What follows belongs to an exercise in optimizing a design on an open flow for small area; a production flow would make more cautious choices. The RTL was checked by simulation tests, not by an equivalence proof against the original design.

$ cat design/flow/config.mk
export PLATFORM = sky130hd
export DESIGN_NAME = axi4_slave
export DESIGN_NICKNAME = axi4_slave
export VERILOG_FILES = /design/flow/design.v
export SDC_FILE = /design/flow/constraint.sdc
export NUM_CORES = 4
export LEC_CHECK = 0
export CAP_MARGIN = 20
export CORE_MARGIN = 2
export CORE_UTILIZATION = 40
export PLACE_DENSITY = 0.6
export SLEW_MARGIN = 20
$ cat design/flow/constraint.sdc
create_clock -name core_clock -period 200.0 [get_ports {ACLK}]
set_input_delay 40.0000 -clock core_clock [delete_from_list [all_inputs] [get_ports {ACLK}]]
set_output_delay 40.0000 -clock core_clock [all_outputs]
set_load 0.01 [all_outputs]
$ cat design/flow/design.v
module axi4_slave #(
    parameter int          NUM_REGS   = 4     ,
    parameter integer      ID_WIDTH   = 4     ,
    parameter integer      ADDR_WIDTH = 32    ,
    parameter integer      DATA_WIDTH = 32    ,
    parameter logic [31:0] BASE_ADDR  = 32'h0
)(
    input  logic                     ACLK,
    input  logic                     ARESETN,
    input  logic [ID_WIDTH-1:0]       S_AXI_AWID     ,
    input  logic [ADDR_WIDTH-1:0]     S_AXI_AWADDR   ,
    input  logic [7:0]                S_AXI_AWLEN    ,
    input  logic [2:0]                S_AXI_AWSIZE   ,
    input  logic [1:0]                S_AXI_AWBURST  ,
    input  logic                      S_AXI_AWVALID  ,
    output logic                      S_AXI_AWREADY  ,
    input  logic [DATA_WIDTH-1:0]     S_AXI_WDATA    ,
    input  logic [(DATA_WIDTH/8)-1:0] S_AXI_WSTRB    ,
    input  logic                      S_AXI_WLAST    ,
    input  logic                      S_AXI_WVALID   ,
    output logic                      S_AXI_WREADY   ,
    output logic [ID_WIDTH-1:0]       S_AXI_BID      ,
    output logic [1:0]                S_AXI_BRESP    ,
    output logic                      S_AXI_BVALID   ,
    input  logic                      S_AXI_BREADY   ,
    input  logic [ID_WIDTH-1:0  ]     S_AXI_ARID     ,
    input  logic [ADDR_WIDTH-1:0]     S_AXI_ARADDR   ,
    input  logic [7:0]                S_AXI_ARLEN    ,
    input  logic [2:0]                S_AXI_ARSIZE   ,
    input  logic [1:0]                S_AXI_ARBURST  ,
    input  logic                      S_AXI_ARVALID  ,
    output logic                      S_AXI_ARREADY  ,
    output logic [ID_WIDTH-1:0  ]     S_AXI_RID      ,
    output logic [DATA_WIDTH-1:0]     S_AXI_RDATA    ,
    output logic [1:0]                S_AXI_RRESP    ,
    output logic                      S_AXI_RLAST    ,
    output logic                      S_AXI_RVALID   ,
    input  logic                      S_AXI_RREADY   ,
    output logic                      write_en        ,
    output logic                      read_en
);
localparam ADDR_LSB     = $clog2(DATA_WIDTH / 8);
localparam ADDR_INDEX_W = $clog2(NUM_REGS);
logic [DATA_WIDTH-1:0] regfile [NUM_REGS-1:0];  
logic [ADDR_INDEX_W-1:0] write_ptr;
typedef enum logic [1:0] {
    WR_IDLE,     
    WR_WAIT,     
    WR_DATA,     
    WR_RESP      
} wr_state_t;
wr_state_t wr_state, wr_next;
logic awc_hs, wc_hs; 
logic [ADDR_WIDTH-1:0]      addr_latch     ;
logic [ID_WIDTH-1:0]        awid_latch     ;
logic [7:0]  awlen_latch    ;
logic [2:0]  awsize_latch   ;
logic [1:0]  awburst_latch  ;
logic [DATA_WIDTH-1:0]      wdata_latch    ; 
logic [(DATA_WIDTH/8)-1:0]  wstrb_latch    ;
logic                       wlast_latch    ;
logic [ADDR_WIDTH-1:0]      awaddr_latch   ;
logic [11:0] wr_transfer_size, wr_wrap_start, wr_transfer_size_latch, wr_wrap_start_latch, wr_wrap_end, wr_wrap_end_latch;
assign wr_transfer_size = (awlen_latch + 1)*(2**awsize_latch);
assign wr_wrap_start    = (S_AXI_AWADDR/ wr_transfer_size) * wr_transfer_size;
assign wr_wrap_end      = wr_wrap_start + wr_transfer_size;
logic [7:0] wr_beat_count;  
logic awaddr_err, wstrb_err, wr_burst_err;
always_comb begin
    wr_next = wr_state;  
    case(wr_state)
        WR_IDLE : if (S_AXI_AWVALID || S_AXI_WVALID)                          wr_next = WR_WAIT;
        WR_WAIT : if (awc_hs && wc_hs)                                        wr_next = WR_DATA;
        WR_DATA : if (S_AXI_WLAST || wstrb_err || awaddr_err || wr_burst_err) wr_next = WR_RESP;
        WR_RESP : if (S_AXI_BREADY)                                           wr_next = WR_IDLE;
    endcase
end
always_ff @(posedge ACLK or negedge ARESETN) begin
    if (!ARESETN)
        wr_state <= WR_IDLE;
    else
        wr_state <= wr_next;
end
always_ff @(posedge ACLK or negedge ARESETN) begin
    if (!ARESETN) begin
        S_AXI_AWREADY          <=  0    ;
        awc_hs                 <= '0    ;
        awid_latch             <= '0    ;
        awlen_latch            <= '0    ;
        awsize_latch           <= '0    ;
        awburst_latch          <= '0    ;
        awaddr_err             <= '0    ;
        wr_burst_err           <= '0    ;
        S_AXI_WREADY           <=  0    ;
        wr_beat_count          <=  0    ;
        write_ptr              <= '0    ;  
        wc_hs                  <= '0    ;
        wr_transfer_size_latch <= '0    ;
        wr_wrap_start_latch    <= '0    ;
        wr_wrap_end_latch      <= '0    ;
        wstrb_err              <= '0    ;
        S_AXI_BID              <= '0    ;
        S_AXI_BVALID           <= '0    ;
        S_AXI_BRESP            <= 2'b00 ;
        for (int r = 0; r < NUM_REGS; r++)
            regfile[r]         <= '0    ;
    end
    else begin
        case(wr_state)
            WR_IDLE: begin
                S_AXI_AWREADY          <= '0;
                S_AXI_WREADY           <= '0;
                awc_hs                 <= '0;
                awid_latch             <= '0;
                awlen_latch            <= '0;
                awsize_latch           <= '0;
                awburst_latch          <= '0;
                write_ptr              <= '0;
                wr_transfer_size_latch <= '0;
                wr_wrap_start_latch    <= '0;
                wr_wrap_end_latch      <= '0;
                S_AXI_BID              <= '0;
                S_AXI_BRESP            <= '0;
                S_AXI_BVALID           <= '0;
                awaddr_err             <= '0;
                wr_burst_err           <= '0;
                wstrb_err              <= '0;
            end
            WR_WAIT: begin
                if(S_AXI_AWVALID) begin
                    S_AXI_AWREADY          <= 1'b1              ;
                    awc_hs                 <= 1'b1              ;
                    awid_latch             <= S_AXI_AWID        ;
                    awlen_latch            <= S_AXI_AWLEN       ;
                    awsize_latch           <= S_AXI_AWSIZE      ;
                    awburst_latch          <= S_AXI_AWBURST     ;
                    awaddr_latch           <= S_AXI_AWADDR      ;
                    write_ptr              <= S_AXI_AWADDR[4:2] ;
                    wr_transfer_size_latch <= wr_transfer_size  ;
                    wr_wrap_start_latch    <= wr_wrap_start     ;
                    wr_wrap_end_latch      <= wr_wrap_end       ;
                end
                S_AXI_WREADY <= 1'b1;
                if(S_AXI_WVALID) begin
                    wc_hs        <= 1'b1;
                end
            end
            WR_DATA: begin
                S_AXI_AWREADY <= 1'b0;  
                if(!(wstrb_err || awaddr_err || wr_burst_err) && wr_beat_count < awlen_latch + 1) begin
                    for (int i = 0; i < DATA_WIDTH/8; i++) begin
                        if (S_AXI_WSTRB[i])
                            regfile[write_ptr][8*i +: 8] <= S_AXI_WDATA[8*i +: 8];
                    end
                    wr_beat_count <= wr_beat_count + 1;
                    case(awburst_latch)  
                        2'b00: write_ptr <= write_ptr;       
                        2'b01: begin
                            if(write_ptr >= awlen_latch) begin
                                awaddr_err <= 1'b1;
                            end
                            else begin
                                write_ptr <= write_ptr + 1;   
                            end
                        end
                        2'b10: begin                         
                            if (write_ptr + 1 == wr_wrap_end_latch) begin
                                write_ptr <= wr_wrap_start_latch;
                            end
                            else begin
                                write_ptr <= write_ptr + 1;
                            end
                        end
                        2'b11:  wr_burst_err <= 1'b1;   
                    endcase
                end
                if(S_AXI_WSTRB == '0) begin
                    wstrb_err <= 1'b1;
                end
                if (wr_beat_count == 0) begin
                    if(!(awaddr_latch[1:0] == 2'b00)) begin
                        awaddr_err <= 1'b1;
                    end
                end
                if(wr_beat_count > 0) begin
                    if (write_ptr < awaddr_latch[ADDR_LSB +: ADDR_INDEX_W] || write_ptr > awaddr_latch[ADDR_LSB +: ADDR_INDEX_W] + (1 << ADDR_INDEX_W) - 1) begin
                        awaddr_err <=1'b1;
                    end
                end
            end
            WR_RESP: begin
                wr_beat_count <= '0;
                S_AXI_WREADY  <= 1'b0;
                S_AXI_BVALID  <= 1'b1;
                S_AXI_BID     <= awid_latch;
                S_AXI_BRESP  <= (awaddr_err)                ? 2'b11 :   
                                (wstrb_err || wr_burst_err) ? 2'b10 :   
                                                              2'b00 ;   
                if (S_AXI_BREADY && S_AXI_BVALID) begin
                    awc_hs        <= 1'b0;
                    wc_hs         <= 1'b0;
                    S_AXI_BVALID  <= 1'b0;
                    write_ptr     <= '0;
                end
            end
        endcase
    end
end
typedef enum logic [1:0] {
    RD_IDLE,     
    RD_WAIT,     
    RD_DATA      
} rd_state_t;
rd_state_t rd_state, rd_next;
logic ar_hs;
logic [7:0] rd_beat_count;
logic ar_err, r_burst_err;
always_comb begin
    rd_next = rd_state;
    case(rd_state)
        RD_IDLE: if (S_AXI_ARVALID)                               rd_next = RD_WAIT;
        RD_WAIT: if (ar_hs )                                      rd_next = RD_DATA;
        RD_DATA: if (rd_beat_count == 0 || ar_err || r_burst_err) rd_next = RD_IDLE;
    endcase
end
always_ff @(posedge ACLK or negedge ARESETN) begin
    if(!ARESETN) begin
        rd_state <= RD_IDLE;
    end
    else begin
        rd_state <= rd_next;
    end
end
logic [ADDR_INDEX_W-1:0] read_ptr;
logic [ADDR_WIDTH-1:0]  arid_latch    ;
logic [7:0]             arlen_latch   ;
logic [2:0]             arsize_latch  ;
logic [ADDR_WIDTH-1:0]  araddr_latch  ;
logic [1:0]             arburst_latch ;
logic                   rd_complete   ;
logic [11:0] rd_transfer_size, rd_wrap_start, rd_transfer_size_latch, rd_wrap_start_latch, rd_wrap_end, rd_wrap_end_latch;
assign rd_transfer_size = (arlen_latch + 1)*(2**arsize_latch);
assign rd_wrap_start    = (S_AXI_ARADDR/ rd_transfer_size) * rd_transfer_size;
assign rd_wrap_end      = rd_wrap_start + rd_transfer_size;
always_ff @(posedge ACLK or negedge ARESETN) begin
    if(!ARESETN) begin
        S_AXI_ARREADY <=  0   ;
        S_AXI_RID     <= '0   ;
        S_AXI_RDATA   <= '0   ;
        S_AXI_RRESP   <= 2'b00;
        S_AXI_RLAST   <=  0   ;
        S_AXI_RVALID  <=  0   ;
        read_ptr      <= '0   ;
        ar_hs         <=  0   ;
    end
    else begin
        case(rd_state)
            RD_IDLE: begin
                S_AXI_ARREADY          <=  0;
                S_AXI_RLAST            <=  0;
                S_AXI_RVALID           <=  0;
                ar_hs                  <=  0;
                arid_latch             <= '0;
                arlen_latch            <= '0;
                arsize_latch           <= '0;
                araddr_latch           <= '0;
                r_burst_err            <= '0;
                ar_err                 <= '0;
                arburst_latch          <= '0;
                read_ptr               <= '0;
                rd_beat_count          <= '0;
                rd_transfer_size_latch <= '0;
                rd_wrap_start_latch    <= '0;
                rd_wrap_end_latch      <= '0;
            end
            RD_WAIT: begin
                S_AXI_ARREADY          <= 1'b1              ;
                ar_hs                  <= 1'b1              ;
                arid_latch             <= S_AXI_ARID        ;
                arlen_latch            <= S_AXI_ARLEN       ;
                araddr_latch           <= S_AXI_ARADDR      ;
                arsize_latch           <= S_AXI_ARSIZE      ;
                arburst_latch          <= S_AXI_ARBURST     ;
                read_ptr               <= S_AXI_ARADDR[4:2] ;
                rd_beat_count          <= arlen_latch + 1   ;
                rd_transfer_size_latch <= rd_transfer_size  ;
                rd_wrap_start_latch    <= rd_wrap_start     ;   
                rd_wrap_end_latch      <= rd_wrap_end       ;
            end
            RD_DATA: begin
                S_AXI_ARREADY          <= 1'b0;
                if (rd_beat_count == arlen_latch + 1 && !(araddr_latch[1:0] == 2'b00)) begin
                    ar_err <= 1'b1;
                    if (S_AXI_RREADY) begin
                        S_AXI_RVALID <= 1'b1;
                        S_AXI_RLAST  <= 1'b1;
                        S_AXI_RID    <= arid_latch;
                        S_AXI_RRESP  <= 2'b11;
                    end
                end
                else if (rd_beat_count == arlen_latch && (read_ptr < araddr_latch[4:2] || read_ptr > araddr_latch[4:2] + 7)) begin
                    ar_err <= 1'b1;
                    if (S_AXI_RREADY) begin
                        S_AXI_RVALID <= 1'b1;
                        S_AXI_RLAST  <= 1'b1;
                        S_AXI_RID    <= arid_latch;
                        S_AXI_RRESP  <= 2'b11;
                    end
                end
                else if (arburst_latch == 2'b11) begin
                    r_burst_err <= 1'b1;
                    if (S_AXI_RREADY) begin
                        S_AXI_RVALID <= 1'b1;
                        S_AXI_RLAST  <= 1'b1;
                        S_AXI_RID    <= arid_latch;
                        S_AXI_RRESP  <= 2'b01;
                    end
                end
                else begin
                    if(rd_beat_count > 1 && S_AXI_RREADY) begin
                        S_AXI_RVALID <= 1'b1;
                        S_AXI_RDATA  <= regfile[read_ptr];
                        S_AXI_RID    <= arid_latch;
                        case(arburst_latch)
                            2'b00: read_ptr <= read_ptr;         
                            2'b01: 
                                if(read_ptr >= arlen_latch) begin
                                    ar_err <= 1'b1;
                                end
                                else begin 
                                read_ptr <= read_ptr + 1;     
                                end
                            2'b10:                               
                                if (read_ptr + 1 == rd_wrap_end_latch) begin
                                    read_ptr <= rd_wrap_start_latch;
                                end
                                else begin
                                    read_ptr <= read_ptr + 1;
                                end
                        endcase
                        rd_beat_count <= rd_beat_count - 1;
                    end
                    else if (rd_beat_count == 1 && S_AXI_RREADY) begin
                        S_AXI_RVALID <= 1'b1;
                        S_AXI_RLAST  <= 1'b1;
                        S_AXI_RDATA  <= regfile[read_ptr];
                        S_AXI_RID    <= arid_latch;
                        S_AXI_RRESP  <= (ar_err)      ? 2'b11 :   
                                        (r_burst_err) ? 2'b10 :   
                                                        2'b00 ;   
                        rd_beat_count <= 0;
                    end
                end
            end
        endcase
    end
end
assign write_en = awc_hs && wc_hs;
assign read_en  = ar_hs;
endmodule
$ cat design/flow/run.sh
#!/bin/bash
# synth_recipe.tcl (not shown) runs the flow's synth.tcl, then flattens the netlist and writes it again
# the make line also repeats each setting of config.mk as NAME=value (left out here)
make -C /OpenROAD-flow-scripts/flow DESIGN_CONFIG=/design/flow/config.mk WORK_HOME=/design/flow/orfs CLKGATE_MAP_FILE= SYNTH_SCRIPT=/design/flow/synth_recipe.tcl finish
==> results by group <==
Detailed routing
  – DR vias: 61266
  – Vias per inst: around 6.0
  – Final antenna-violating net count: 0
  – DR iter-0 viols: 4401
  – DRC viols: 0
  – Routed WL: 191 mm
  – DR WL/cell: 18.6 µm
  – Detailed Routing Iterations Pass 1: 6

Critical path
  – Crit-path max cell delay: just over 0.9 ns
  – Slowest stage cell, crit path: nor3_2
  – Critical path data required time: 200.41 ns
  – WP data arrival: 152.22 ns
  – CP Class: in -> reg
  – R2R Setup Slk: around 82 ns
  – Crit-path max FO: 35
  – Crit. End Element: flop
  – Crit start category: primary input
  – Most used cell, CP: o21a_1

Clock network
  – CTS Sinks: 281
  – Cts hold-fix bufs: 0
  – CTS clk-pin slew, worst paths: ~0.070 ns
  – Root Buffer: clkbuf_16
  – CTS tree: yes
  – Post-CTS sizing: 0
  – H-tree depth: 1
  – Clock latency (worst-skew pair): 0.58 ns
  – CTS max path bufs: 3
  – Post-CTS Setup Bufs: 0
  – Num CTS Buffers: 29

Global routing
  – First-pass GRT wire length: 313 mm
  – Vias in the first global route: 58952
  – Gr ovfl total: 0
  – Largest net degree at the start of global routing: 125
  – Initial antenna violation count: 12
  – Total track usage: 0.231

Layout
  – Commonest non-fill, non-tap cell in the layout: ha_1
  – Layout Nets: 9292
  – Fill cells: 15792
  – Area delta synth->final: 7.61%
  – Fraction of final layout cells sized beyond drive strength 1: 0.0870
  – Commonest non-fill, non-tap cells in the layout: ha_1, nor2_1, nand2_1, a21oi_1, nor3_1

STA
  – Worst Tran Pin Value: 1.10 ns
  – RSZ-0062 raised after global routing: no
  – Final hold viol count: 0
  – Slew headroom: 0.253
  – Setup_tns: 0 ns
  – Setup-failing EPs final: 0
  – Skew final: 0.0243 ns
  – Tcrit/Tclk final: 0.759
  – FMAX: 6.59 MHz
  – Tmin final: between 150 and 200 ns
  – Fin. max-slew vios: 0

Floorplan
  – Row cnt: ~150
  – Die footprint: 160000 µm²
  – Chip Width: 400 µm
  – Core area: approximately 160000 µm²
  – # IOs: 194
  – Die span in y: 400 µm
  – Initial Util: 0.403

Logic synthesis
  – Mapped Area: between 60000 and 70000 µm²
  – Post-synth EDFFs: 50
  – #FFs+latches synth: 281
  – Syn Area/Cell: 7.65 µm²
  – Post-synth top flop: dfrtp_1
  – Post-synthesis cell count: 8209
  – Synth async-reset ratio: 0.822
  – Mapped Nets: 9303
  – Library cells used by synthesis: approximately 160
  – Post-synthesis sequential area ratio: 0.116
  – Yosys Warn Count: 2

Status
  – Outcome: no timing/DRC/antenna violations

Place
  – Post-DP HPWL: 152 mm
  – PortBufs: between 150 and 200
  – Placer Congestion: 0.930

Run
  – Max-Cap Viols: 0

Worst hold path
  – Hold Path Class: reg -> reg
synth_stat cells, drive strengths merged (61+ instances only):
cell type	count	area, µm²
fa	150	3000
o31ai	213	1680
o21ai	393	1990
mux2	257	2900
xor2	133	1180
or2	133	832
nor4	61	500
ha	802	10000
and2	125	788
inv	428	1610
nor3	514	2700
nor2	799	3020
and3	65	418
nand2	773	2910
clkbuf	211	792
o21a	417	3140
xnor2	262	2320
nand4	87	578
a21o	139	1040
buf	88	576
or3	77	493
nand3	173	903
a211oi	68	583
a31oi	64	400
a21oi	522	2640
nand2b	102	638
nor2b	64	400
o211ai	77	628
mux2i	76	781
dfrtp	231	5780
registers in the layout (all words and copies together), names as in the netlist, 3 cells and up:
register           flops
regfile              128
S_AXI_RDATA           32
rd_wrap_end_latch     12
wr_wrap_end_latch     12
arlen_latch            8
awlen_latch            8
rd_beat_count          8
wr_beat_count          8
araddr_latch           5
S_AXI_BID              4
S_AXI_RID              4
arid_latch             4
awaddr_latch           4
awid_latch             4
arsize_latch           3
awsize_latch           3
metrics by stage:
step           cell area (µm²)  setup slack [ns]  instances   util  hold slack (ns)
3_5_place_dp             66500             48.95      10225  0.426            0.470
5_1_grt                  67600             38.42      10282  0.433            0.495
6_report                 67600             48.19      10285  0.433            0.478
2_1_floorplan            62800             61.54       8209      -            0.434
4_1_cts                  67600             49.12      10279  0.433            0.484
3_3_place_gp             66500             49.79      10225  0.426            0.459
critical path, delay by kind of cell:
kind / cells / cell delay [ns]
fa+ha+maj: 38 / 11.78
xor+xnor: 12 / 2.00
compound gates: 285 / 64.32
mux: 3 / 1.08
buf+inv: 23 / 3.24
simple gates: 121 / 29.54
cell families after synthesis:
| logic type | Yosys count | synth area share |
|---|---|---|
| multiplexers | 333 | 0.0586 |
| flip-flops | 281 | 0.116 |
| XOR/XNOR | 395 | 0.0557 |
| AO/OA/AOI/OAI | 2402 | 0.268 |
| adder cells (fa/ha/maj) | 954 | 0.208 |
| AND/OR/NAND/NOR | 3114 | 0.246 |
| buffers and inverters | 730 | 0.0475 |
worst paths after layout:
path	from	end	depth (start not counted)
worst min-delay path	S_AXI_RDATA[9]$_DFFE_PN0P_	S_AXI_RDATA[9]$_DFFE_PN0P_	2
worst max register to register	arlen_latch[0]$_SDFFCE_PN0P_	rd_wrap_end_latch[11]$_SDFFCE_PN0P_	499
min in group asynchronous	ARESETN	S_AXI_RDATA[2]$_DFFE_PN0P_	1
worst max-delay path	S_AXI_ARADDR[31]	rd_wrap_end_latch[11]$_SDFFCE_PN0P_	482
worst min register to register	S_AXI_RDATA[9]$_DFFE_PN0P_	S_AXI_RDATA[9]$_DFFE_PN0P_	2
max in group asynchronous	ARESETN	S_AXI_RID[2]$_DFFE_PN0P_	2
final cells by class:
class	instances	area [µm²]	share of cell area
sequential	281	7280	0.108
tap	2058	2570	0.0381
antenna	6	15.0	0.000222
clock buffer	39	826	0.0122
timing repair buffer	257	2430	0.0360
clock inverter	15	210	0.00311
inverter	431	1620	0.0239
multi-input combinational	7198	52600	0.779
per-layer routing:
metal | wire length [µm] | up-vias | global-route usage
met5 | 64 | - | 0
met4 | 3330 | 10 | 0.0436
met3 | 10000 | 214 | 0.0193
met2 | 83800 | 1581 | 0.372
met1 | 94100 | 29114 | 0.336
li1 | - | 30347 | -

## separate check: timing with driven ports
The results above use ideal ports. As a check the final layout listed here was re-extracted and re-timed, cells and wires unchanged.
Step 1: set_driving_cell puts a clkbuf_16 on ACLK and a buf_2 on each other input, an assumption about the parent block.
Step 2 also shifts input and output timing later by t, the mid clock arrival at the registers, as if the neighbouring blocks saw the same clock.
a / b / c = ideal / step 1 / step 2; a / b = the first two.
t, ns: 0.617
setup slack, ns: 48.189 / 48.214 / 47.597
worst hold slack (ns): 0.478 / 0.478 / 0.478
After both steps this run still meets setup and hold. The setup slack of this run moves by +0.025 ns with the drivers and by -0.592 ns with both steps.
